Background: an optimization exercise with open tools, aiming at small area. Do not read the settings as production practice.
Only simulation tests tie the RTL to the original design; equivalence was not proved.
The clock port is modelled as an ideal driver; clocking choices that lean on that would not hold on a real chip.
Power figures rest on the tool's default switching activity, not on a simulated workload.

// top
module top
(
    input               pclk,
    input               presetn,
    input   [31 : 0]    paddr,
    input   [31 : 0]    pwdata,
    input               psel,
    input               pwrite,
    input               penable,
    output  [31 : 0]    prdata
);
For scale: roughly 140 flip-flops.
export LEC_CHECK = 0
export ABC_AREA = 1
export CAP_MARGIN = 20
export CORE_MARGIN = 2
export CORE_UTILIZATION = 40
export SLEW_MARGIN = 20
create_clock -name core_clock -period 5.0 [get_ports {pclk}]
standard.sh (not shown) runs the stock make flow with config.mk's settings and CLKGATE_MAP_FILE= SYNTH_SCRIPT=/design/flow/synth_recipe.tcl, a recipe that flattens the netlist after the stock synthesis.
==> flow/flow/run.sh <==
#!/bin/bash
# Standard ORFS layout (standard.sh, with the standard flow's synthesis script), with these changes:
#  - ports are buffered with the smallest buffer, sky130_fd_sc_hd__buf_1;
#  - CTS uses small clock buffers, larger sink clusters and no dummy loads;
set -euo pipefail
here=$(pwd)
rm -rf "$here/scripts_local"
cp -r "$FLOW_HOME/scripts" "$here/scripts_local"
cp "$here/flow/abc_area.script" "$here/scripts_local/abc_area.script"
export SCRIPTS_DIR="$here/scripts_local"
export BUFFER_PORTS_ARGS="-buffer_cell sky130_fd_sc_hd__buf_1"
export CTS_ARGS="-sink_clustering_enable -repair_clock_nets -dont_use_dummy_load -buf_list {sky130_fd_sc_hd__clkbuf_4} -sink_clustering_size 30"
# the platform's don't-use list, plus the large buffers
platform_dont_use=$(make -s -C "$FLOW_HOME" DESIGN_CONFIG="$here/config.mk" WORK_HOME="$here/orfs" print-DONT_USE_CELLS | sed -n 's/^DONT_USE_CELLS: //p')
[[ -n "$platform_dont_use" ]]
dont_use="$platform_dont_use sky130_fd_sc_hd__buf_6 sky130_fd_sc_hd__buf_8 sky130_fd_sc_hd__buf_12 sky130_fd_sc_hd__buf_16 sky130_fd_sc_hd__bufbuf_8 sky130_fd_sc_hd__bufbuf_16"
bash standard.sh "DONT_USE_CELLS=$dont_use" finish > standard.log 2>&1
==> flow/flow/abc_area.script <==
&get -n
&st
&syn2
&dch -f
&nf -p -F 10 -A 10 -a -R 1000
&put
topo
dnsize -c
The baseline went through all stages and came out clean.
Next try:
==> flow/run.sh (new file) <==
#!/bin/bash
# synth_recipe.tcl (not shown) runs the flow's synth.tcl, then flattens the netlist and writes it again
# the make line also repeats each setting of config.mk as NAME=value (left out here)
make -C /OpenROAD-flow-scripts/flow DESIGN_CONFIG=/design/flow/config.mk WORK_HOME=/design/flow/orfs CLKGATE_MAP_FILE= SYNTH_SCRIPT=/design/flow/synth_recipe.tcl finish
ABC_AREA = default   (was 1)
CTS_BUF_LIST = sky130_fd_sc_hd__clkbuf_4 sky130_fd_sc_hd__clkbuf_8   (was default)
CTS_CLUSTER_SIZE = 30   (was default)
removed: flow/flow/run.sh
removed: flow/flow/abc_area.script
removed: flow/standard.sh
=> The new run completed without violations. Worst hold slack gets worse by 0.030 ns. Final area climbs by about 18%. Sequential cell count is unchanged. Die area grows by about 5.4%. Combinational power grows by 62%. Utilization rises by 5.7 points. Via count went up by 7.1%.
Next try:
==> flow/flow/run.sh (new file) <==
#!/bin/bash
# Standard ORFS layout (standard.sh, unchanged synthesis), with two changes:
#  - ports are buffered with the smallest buffer, sky130_fd_sc_hd__buf_1;
#  - CTS uses small clock buffers, larger sink clusters and no dummy loads.
set -euo pipefail
export BUFFER_PORTS_ARGS="-buffer_cell sky130_fd_sc_hd__buf_1"
export CTS_ARGS="-sink_clustering_enable -repair_clock_nets -dont_use_dummy_load -buf_list {sky130_fd_sc_hd__clkbuf_4 sky130_fd_sc_hd__clkbuf_8} -sink_clustering_size 30"
bash standard.sh > standard.log 2>&1
==> flow/standard.sh (new file) <==
#!/bin/bash
# synth_recipe.tcl (not shown) runs the flow's synth.tcl, then flattens the netlist and writes it again
# the make line also repeats each setting of config.mk as NAME=value (left out here)
make -C /OpenROAD-flow-scripts/flow DESIGN_CONFIG=/design/flow/config.mk WORK_HOME=/design/flow/orfs CLKGATE_MAP_FILE= SYNTH_SCRIPT=/design/flow/synth_recipe.tcl "${@:-finish}"
CTS_BUF_LIST = default   (was sky130_fd_sc_hd__clkbuf_4 sky130_fd_sc_hd__clkbuf_8)
CTS_CLUSTER_SIZE = default   (was 30)
removed: flow/run.sh
After rerunning: The changed run ran to the end with no violations; global-route usage increases by 0.22 points; utilization went down by 6.1 points; worst setup slack gets better by 0.33 ns; hold slack hardly moves; combinational power fell by well over a third; non-clock buffer count goes down by 4; total power shrinks by roughly a tenth; register-to-register slack loses 0.03 ns; wire length hardly moves.
Next try:
--- a/flow/flow/run.sh
+++ b/flow/flow/run.sh
@@ -2 +2 @@
-# Standard ORFS layout (standard.sh, unchanged synthesis), with two changes:
+# Standard ORFS layout (standard.sh, with the standard flow's synthesis script), with these changes:
@@ -4,0 +5 @@
+# Each tool's output is in orfs/logs; make's output is in standard.log.
@@ -5,0 +7,5 @@
+here=$(pwd)
+rm -rf "$here/scripts_local"
+cp -r "$FLOW_HOME/scripts" "$here/scripts_local"
+cp "$here/flow/abc_area.script" "$here/scripts_local/abc_area.script"
+export SCRIPTS_DIR="$here/scripts_local"
==> flow/flow/abc_area.script (new file) <==
&get -n
&st
&syn2
&dch -f
&nf -p -F 10 -A 10 -a -R 1000
&put
topo
dnsize -c
ABC_AREA = 1   (was default)
The changed run finished clean; count of clock-buffer cells in the layout is unchanged; total power grows by 0.34%; core utilization is higher by 1.5 points; worst setup slack is better by 0.25 ns; global-route usage is about the same.


Setup of willow:
Another version of the RTL of top (not shown whole).
Size: roughly 290 cells after synthesis, about 140 flip-flops, ~100 I/O pins.
==> flow/design.v (excerpt) <==
module top
(
    input               pclk,
    input               presetn,
    input   [31 : 0]    paddr,
    input   [31 : 0]    pwdata,
    input               psel,
    input               pwrite,
    input               penable,
    output  [31 : 0]    prdata
);
  localparam [31:0] RST1 = 32'h5A5A_5555;
  localparam [31:0] RST2 = 32'h1234_9876;
  localparam [31:0] RST3 = 32'hA5A5_0000;
  localparam [31:0] RST4 = 32'h0000_FFFF;
  reg [3:0]  cntrl;
  reg [31:0] reg1;
  reg [31:0] reg2;
  reg [31:0] reg3;
  reg [31:0] reg4;
  reg [3:0]  wrt;
  reg [2:0]  rsel;
  wire       hit = (paddr[31:5] == 27'd0) && (paddr[1:0] == 2'd0);
  wire [2:0] idx = paddr[4:2];
  wire       wr  = psel && penable && pwrite && hit;
  always @(posedge pclk) begin
    if (!presetn) begin
      cntrl <= 4'h0;
      wrt   <= 4'h0;
    end else if (wr) begin
      case (idx)
        3'd0: cntrl  <= pwdata[3:0];
        3'd1: wrt[0] <= 1'b1;
        3'd2: wrt[1] <= 1'b1;
        3'd3: wrt[2] <= 1'b1;
        3'd4: wrt[3] <= 1'b1;
        default: ;
      endcase
    end
  end
  always @(posedge pclk) if (wr && idx == 3'd1) reg1 <= pwdata;
  always @(posedge pclk) if (wr && idx == 3'd2) reg2 <= pwdata;
  always @(posedge pclk) if (wr && idx == 3'd3) reg3 <= pwdata;
  always @(posedge pclk) if (wr && idx == 3'd4) reg4 <= pwdata;
  always @(posedge pclk) begin
    if (psel && penable) begin
      rsel <= !hit ? 3'b111 : idx;
    end
  end
  wire       s0 = (rsel == 3'b000);
  wire [3:0] s;
  assign s[0] = (rsel == 3'b001);
  assign s[1] = (rsel == 3'b010);
  assign s[2] = (rsel == 3'b011);
  assign s[3] = (rsel == 3'b100);
  wire [3:0] sv = s & wrt;
  wire [3:0] rv = s & ~wrt;
  wire [31:0] rd = ({32{sv[0]}} & reg1) | ({32{sv[1]}} & reg2)
                 | ({32{sv[2]}} & reg3) | ({32{sv[3]}} & reg4)
                 | ({32{rv[0]}} & RST1) | ({32{rv[1]}} & RST2)
                 | ({32{rv[2]}} & RST3) | ({32{rv[3]}} & RST4)
                 | {28'h0, {4{s0}} & cntrl};
  assign prdata = rd;
endmodule
==> flow/config.mk <==
export PLATFORM = sky130hd
export DESIGN_NAME = top
export DESIGN_NICKNAME = top
export VERILOG_FILES = /design/flow/design.v
export SDC_FILE = /design/flow/constraint.sdc
export NUM_CORES = 4
export LEC_CHECK = 0
export ABC_AREA = 1
export CAP_MARGIN = 20
export CORE_MARGIN = 2
export CORE_UTILIZATION = 40
export SLEW_MARGIN = 20
==> flow/constraint.sdc <==
create_clock -name core_clock -period 5.0 [get_ports {pclk}]
set_input_delay 1.0000 -clock core_clock [delete_from_list [all_inputs] [get_ports {pclk}]]
set_output_delay 1.0000 -clock core_clock [all_outputs]
set_load 0.01 [all_outputs]
==> flow/flow/run.sh <==
#!/bin/bash
# Standard ORFS layout (standard.sh, with the standard flow's synthesis script), with these changes:
#  - ports are buffered with the smallest buffer, sky130_fd_sc_hd__buf_1;
#  - CTS uses small clock buffers, larger sink clusters and no dummy loads;
#  - the floorplan step removes synthesis buffers (there are none) instead of
#    running repair_timing, which upsized gates against wire-load-model slews
#    of the high-fanout enable nets that placement then buffers anyway.
# Each tool's output is in orfs/logs; make's output is in standard.log.
set -euo pipefail
here=$(pwd)
rm -rf "$here/scripts_local"
cp -r "$FLOW_HOME/scripts" "$here/scripts_local"
cp "$here/flow/abc_area.script" "$here/scripts_local/abc_area.script"
export SCRIPTS_DIR="$here/scripts_local"
export BUFFER_PORTS_ARGS="-buffer_cell sky130_fd_sc_hd__buf_1"
export CTS_ARGS="-sink_clustering_enable -repair_clock_nets -dont_use_dummy_load -buf_list {sky130_fd_sc_hd__clkbuf_4} -sink_clustering_size 30"
# the platform's don't-use list, plus the large buffers
platform_dont_use=$(make -s -C "$FLOW_HOME" DESIGN_CONFIG="$here/config.mk" WORK_HOME="$here/orfs" print-DONT_USE_CELLS | sed -n 's/^DONT_USE_CELLS: //p')
[[ -n "$platform_dont_use" ]]
dont_use="$platform_dont_use sky130_fd_sc_hd__buf_6 sky130_fd_sc_hd__buf_8 sky130_fd_sc_hd__buf_12 sky130_fd_sc_hd__buf_16 sky130_fd_sc_hd__bufbuf_8 sky130_fd_sc_hd__bufbuf_16"
bash standard.sh "DONT_USE_CELLS=$dont_use" REMOVE_ABC_BUFFERS=1 finish > standard.log 2>&1
==> flow/flow/abc_area.script <==
&get -n
&st
&syn2
&dch -f
&nf -p -F 10 -A 10 -a -R 1000
&put
topo
dnsize -c
diff inputs: willow => maple
-- flow/flow/run.sh --
<<< willow, line 5
>>> maple, line 5
#  - logic gates are used only in their smallest sizes, so that repair buffers
#    a high-fanout net (a 5 um2 buf_2) instead of upsizing its driver;
<<< willow, line 20
dont_use="$platform_dont_use sky130_fd_sc_hd__buf_6 sky130_fd_sc_hd__buf_8 sky130_fd_sc_hd__buf_12 sky130_fd_sc_hd__buf_16 sky130_fd_sc_hd__bufbuf_8 sky130_fd_sc_hd__bufbuf_16"
bash standard.sh "DONT_USE_CELLS=$dont_use" REMOVE_ABC_BUFFERS=1 finish > standard.log 2>&1
>>> maple, line 22
dont_use="$platform_dont_use sky130_fd_sc_hd__buf_4 sky130_fd_sc_hd__buf_6 sky130_fd_sc_hd__buf_8 sky130_fd_sc_hd__buf_12 sky130_fd_sc_hd__buf_16 sky130_fd_sc_hd__bufbuf_8 sky130_fd_sc_hd__bufbuf_16"
for f in a2111o a2111oi a211o a211oi a21bo a21boi a21o a21oi a221o a221oi a222oi a22o a22oi a2bb2o a2bb2oi a311o a311oi a31o a31oi a32o a32oi a41o a41oi and2 and2b and3 and3b and4 and4b and4bb nand2 nand2b nand3 nand3b nand4 nand4b nand4bb nor2 nor2b nor3 nor3b nor4 nor4b nor4bb o2111a o2111ai o211a o211ai o21a o21ai o21ba o21bai o221a o221ai o22a o22ai o2bb2a o2bb2ai o311a o311ai o31a o31ai o32a o32ai o41a o41ai or2 or2b or3 or3b or4 or4b or4bb mux2 mux2i mux4 xor2 xnor2 xor3 xnor3; do
  for n in 2 4 8; do dont_use="$dont_use sky130_fd_sc_hd__${f}_$n"; done
done
bash standard.sh "DONT_USE_CELLS=$dont_use" REMOVE_ABC_BUFFERS=1 "POST_CTS_TCL=$here/flow/postcts.tcl" finish > standard.log 2>&1
==> flow/flow/postcts.tcl (new file) <==
estimate_parasitics -placement
set limit 0.1
set upsized 0
foreach inst [get_cells clkbuf_*] {
  if {[get_property $inst ref_name] ne "sky130_fd_sc_hd__clkbuf_4"} { continue }
  if {[get_name $inst] eq "clkbuf_0_pclk"} { continue }
  set out [get_pins -of_objects $inst -filter "direction == output"]
  set net [get_nets -of_objects $out]
  set worst 0
  foreach p [get_pins -of_objects $net -filter "direction == input"] {
    foreach e {rise fall} {
      set s [get_property $p slew_max_$e]
      if {$s > $worst} { set worst $s }
    }
  }
  if {$worst > $limit} {
    puts "post-cts: [get_name $inst] worst sink slew $worst > $limit, upsizing to clkbuf_8"
    replace_cell $inst sky130_fd_sc_hd__clkbuf_8
    incr upsized
  }
}
puts "post-cts: upsized $upsized clock buffers"
if {$upsized} {
  detailed_placement
  check_placement -verbose
  estimate_parasitics -placement
}
set ms 0
foreach p [all_registers -clock_pins] { foreach e {rise fall} { set s [get_property $p slew_max_$e]; if {$s > $ms} {set ms $s} } }
puts "post-cts: worst flip-flop clock-pin slew $ms"
### Flow results
[compare] base=willow new=maple: met1 layer wirelength in the final routing +about 2.3%; maximum achievable frequency ~0 delta; number of fill cells +about 1.9%; routed wire length +210 um. On final design instance area without fill, maple tracks willow almost exactly. When maple is measured against willow, its via count turns out 2.0% higher. Looking only at minimum setup slack in the final design, and setting everything else aside, the higher value of maple and willow goes to willow. The timing endpoint of the critical path comes out prdata[13] in one run and prdata[28] in the other, namely in maple and willow respectively. Routed length on met3 (maple over willow): increase, 2.3%. Going from willow to maple, worst-case vdd ir drop grew by more than a quarter.


run 1:
The RTL this note starts from:
==> flow/design.v <==
module top
(
    input               pclk,
    input               presetn,
    input   [31 : 0]    paddr,
    input   [31 : 0]    pwdata,
    input               psel,
    input               pwrite,
    input               penable,
    output  [31 : 0]    prdata
);
  reg [3:0]  cntrl;
  reg [31:0] reg1;
  reg [31:0] reg2;
  reg [31:0] reg3;
  reg [31:0] reg4;
  reg [2:0]  rsel;
  wire       hit = (paddr[31:5] == 27'd0) && (paddr[1:0] == 2'd0);
  wire [2:0] idx = paddr[4:2];
  wire       wr  = psel && penable && pwrite && hit;
  wire en0 = !presetn || (wr && idx == 3'd0);
  wire en1 = !presetn || (wr && idx == 3'd1);
  wire en2 = !presetn || (wr && idx == 3'd2);
  wire en3 = !presetn || (wr && idx == 3'd3);
  wire en4 = !presetn || (wr && idx == 3'd4);
  always @(posedge pclk) if (en0) cntrl <= presetn ? pwdata[3:0] : 4'h0;
  always @(posedge pclk) if (en1) reg1  <= presetn ? pwdata : 32'h5A5A_5555;
  always @(posedge pclk) if (en2) reg2  <= presetn ? pwdata : 32'h1234_9876;
  always @(posedge pclk) if (en3) reg3  <= presetn ? pwdata : 32'hA5A5_0000;
  always @(posedge pclk) if (en4) reg4  <= presetn ? pwdata : 32'h0000_FFFF;
  always @(posedge pclk) begin
    if (psel && penable) begin
      rsel[2] <= hit && (idx >= 3'd1) && (idx <= 3'd4);
      rsel[1] <= (idx == 3'd3) || (idx == 3'd4);
      rsel[0] <= hit ? ((idx == 3'd0) || (idx == 3'd2) || (idx == 3'd4)) : 1'b0;
    end
  end
  reg [31:0] rd;
  always @(*) begin
    case (rsel)
      3'b100:  rd = reg1;
      3'b101:  rd = reg2;
      3'b110:  rd = reg3;
      3'b111:  rd = reg4;
      3'b001:  rd = {28'h0, cntrl};
      default: rd = 32'h0;
    endcase
  end
  assign prdata = rd;
endmodule
export LEC_CHECK = 0
export CAP_MARGIN = 20
export CORE_MARGIN = 2
export CORE_UTILIZATION = 40
export CTS_BUF_LIST = sky130_fd_sc_hd__clkbuf_4 sky130_fd_sc_hd__clkbuf_8
export CTS_CLUSTER_SIZE = 30
export SLEW_MARGIN = 20
create_clock -name core_clock -period 5.0 [get_ports {pclk}]
run.sh (not shown) runs the stock make flow with config.mk's settings and CLKGATE_MAP_FILE= SYNTH_SCRIPT=/design/flow/synth_recipe.tcl, a recipe that flattens the netlist after the stock synthesis.
Stock flow here: none of the scripts above is used.
### run 1 -> run 3
Settings: clearing CTS_CLUSTER_SIZE, which used to be 30; clearing CTS_BUF_LIST, which used to be sky130_fd_sc_hd__clkbuf_4 sky130_fd_sc_hd__clkbuf_8.
### Flow results
- The final layout from run 3, which completed every stage, passed the timing, design-rule and antenna checks at the end of the flow.
- Vias: run 3 more than run 1
- Re share of the clock period used by the worst path after layout: run 3 is 0.30 points up on run 1.
- Run 3 and run 1 ended up with roughly the same critical path's largest stage delay.
- As far as number of inserted diodes is concerned, run 1 and run 3 perform about the same.

what the ideal ports hide:
Ports are ideal in the flow. The routed layouts listed here were re-timed in OpenROAD.
Step 1, drivers: a clkbuf_16 drives pclk and a buf_2 each remaining input, both assumed.
Step 2 adds t to the input delays and takes it off the output delays; t is the mean of the earliest and latest rising clock arrival at the registers after step 1. Input paths then give back, and output paths get back, about the clock's delay inside the block.
a / b / c = ideal ports / drivers / drivers and shift; a / b = the first two.
run	t, ns	slack for setup (ns)	hold slack, ns	worst setup path after step 2	latest minus earliest clock arrival (ns)
the first run of note 1	0.522	1.294 / 1.263 / 1.521	0.492 / 0.492 / 0.492	input to register	0.036 / 0.036
the second run of note 1	0.459	0.682 / 0.648 / 1.106	0.462 / 0.462 / 0.462	register to output	0.007 / 0.007
the third run of note 1	0.445	1.014 / 0.979 / 1.424	0.462 / 0.462 / 0.462	register to output	0.025 / 0.025
the fourth run of note 1	0.450	1.265 / 1.234 / 1.684	0.486 / 0.486 / 0.486	register to output	0.018 / 0.018
willow	0.502	1.194 / 1.161 / 1.482	0.488 / 0.488 / 0.488	input to register	0.055 / 0.055
maple	0.530	1.190 / 1.158 / 1.400	0.493 / 0.493 / 0.493	input to register	0.033 / 0.033
run 1	0.445	1.100 / 1.067 / 1.512	1.202 / 1.192 / 1.637	register to output	0.012 / 0.013
run 3	0.441	1.085 / 1.047 / 1.488	1.210 / 1.194 / 1.635	register to output	0.008 / 0.009
After both steps setup and hold are still met in every run listed.
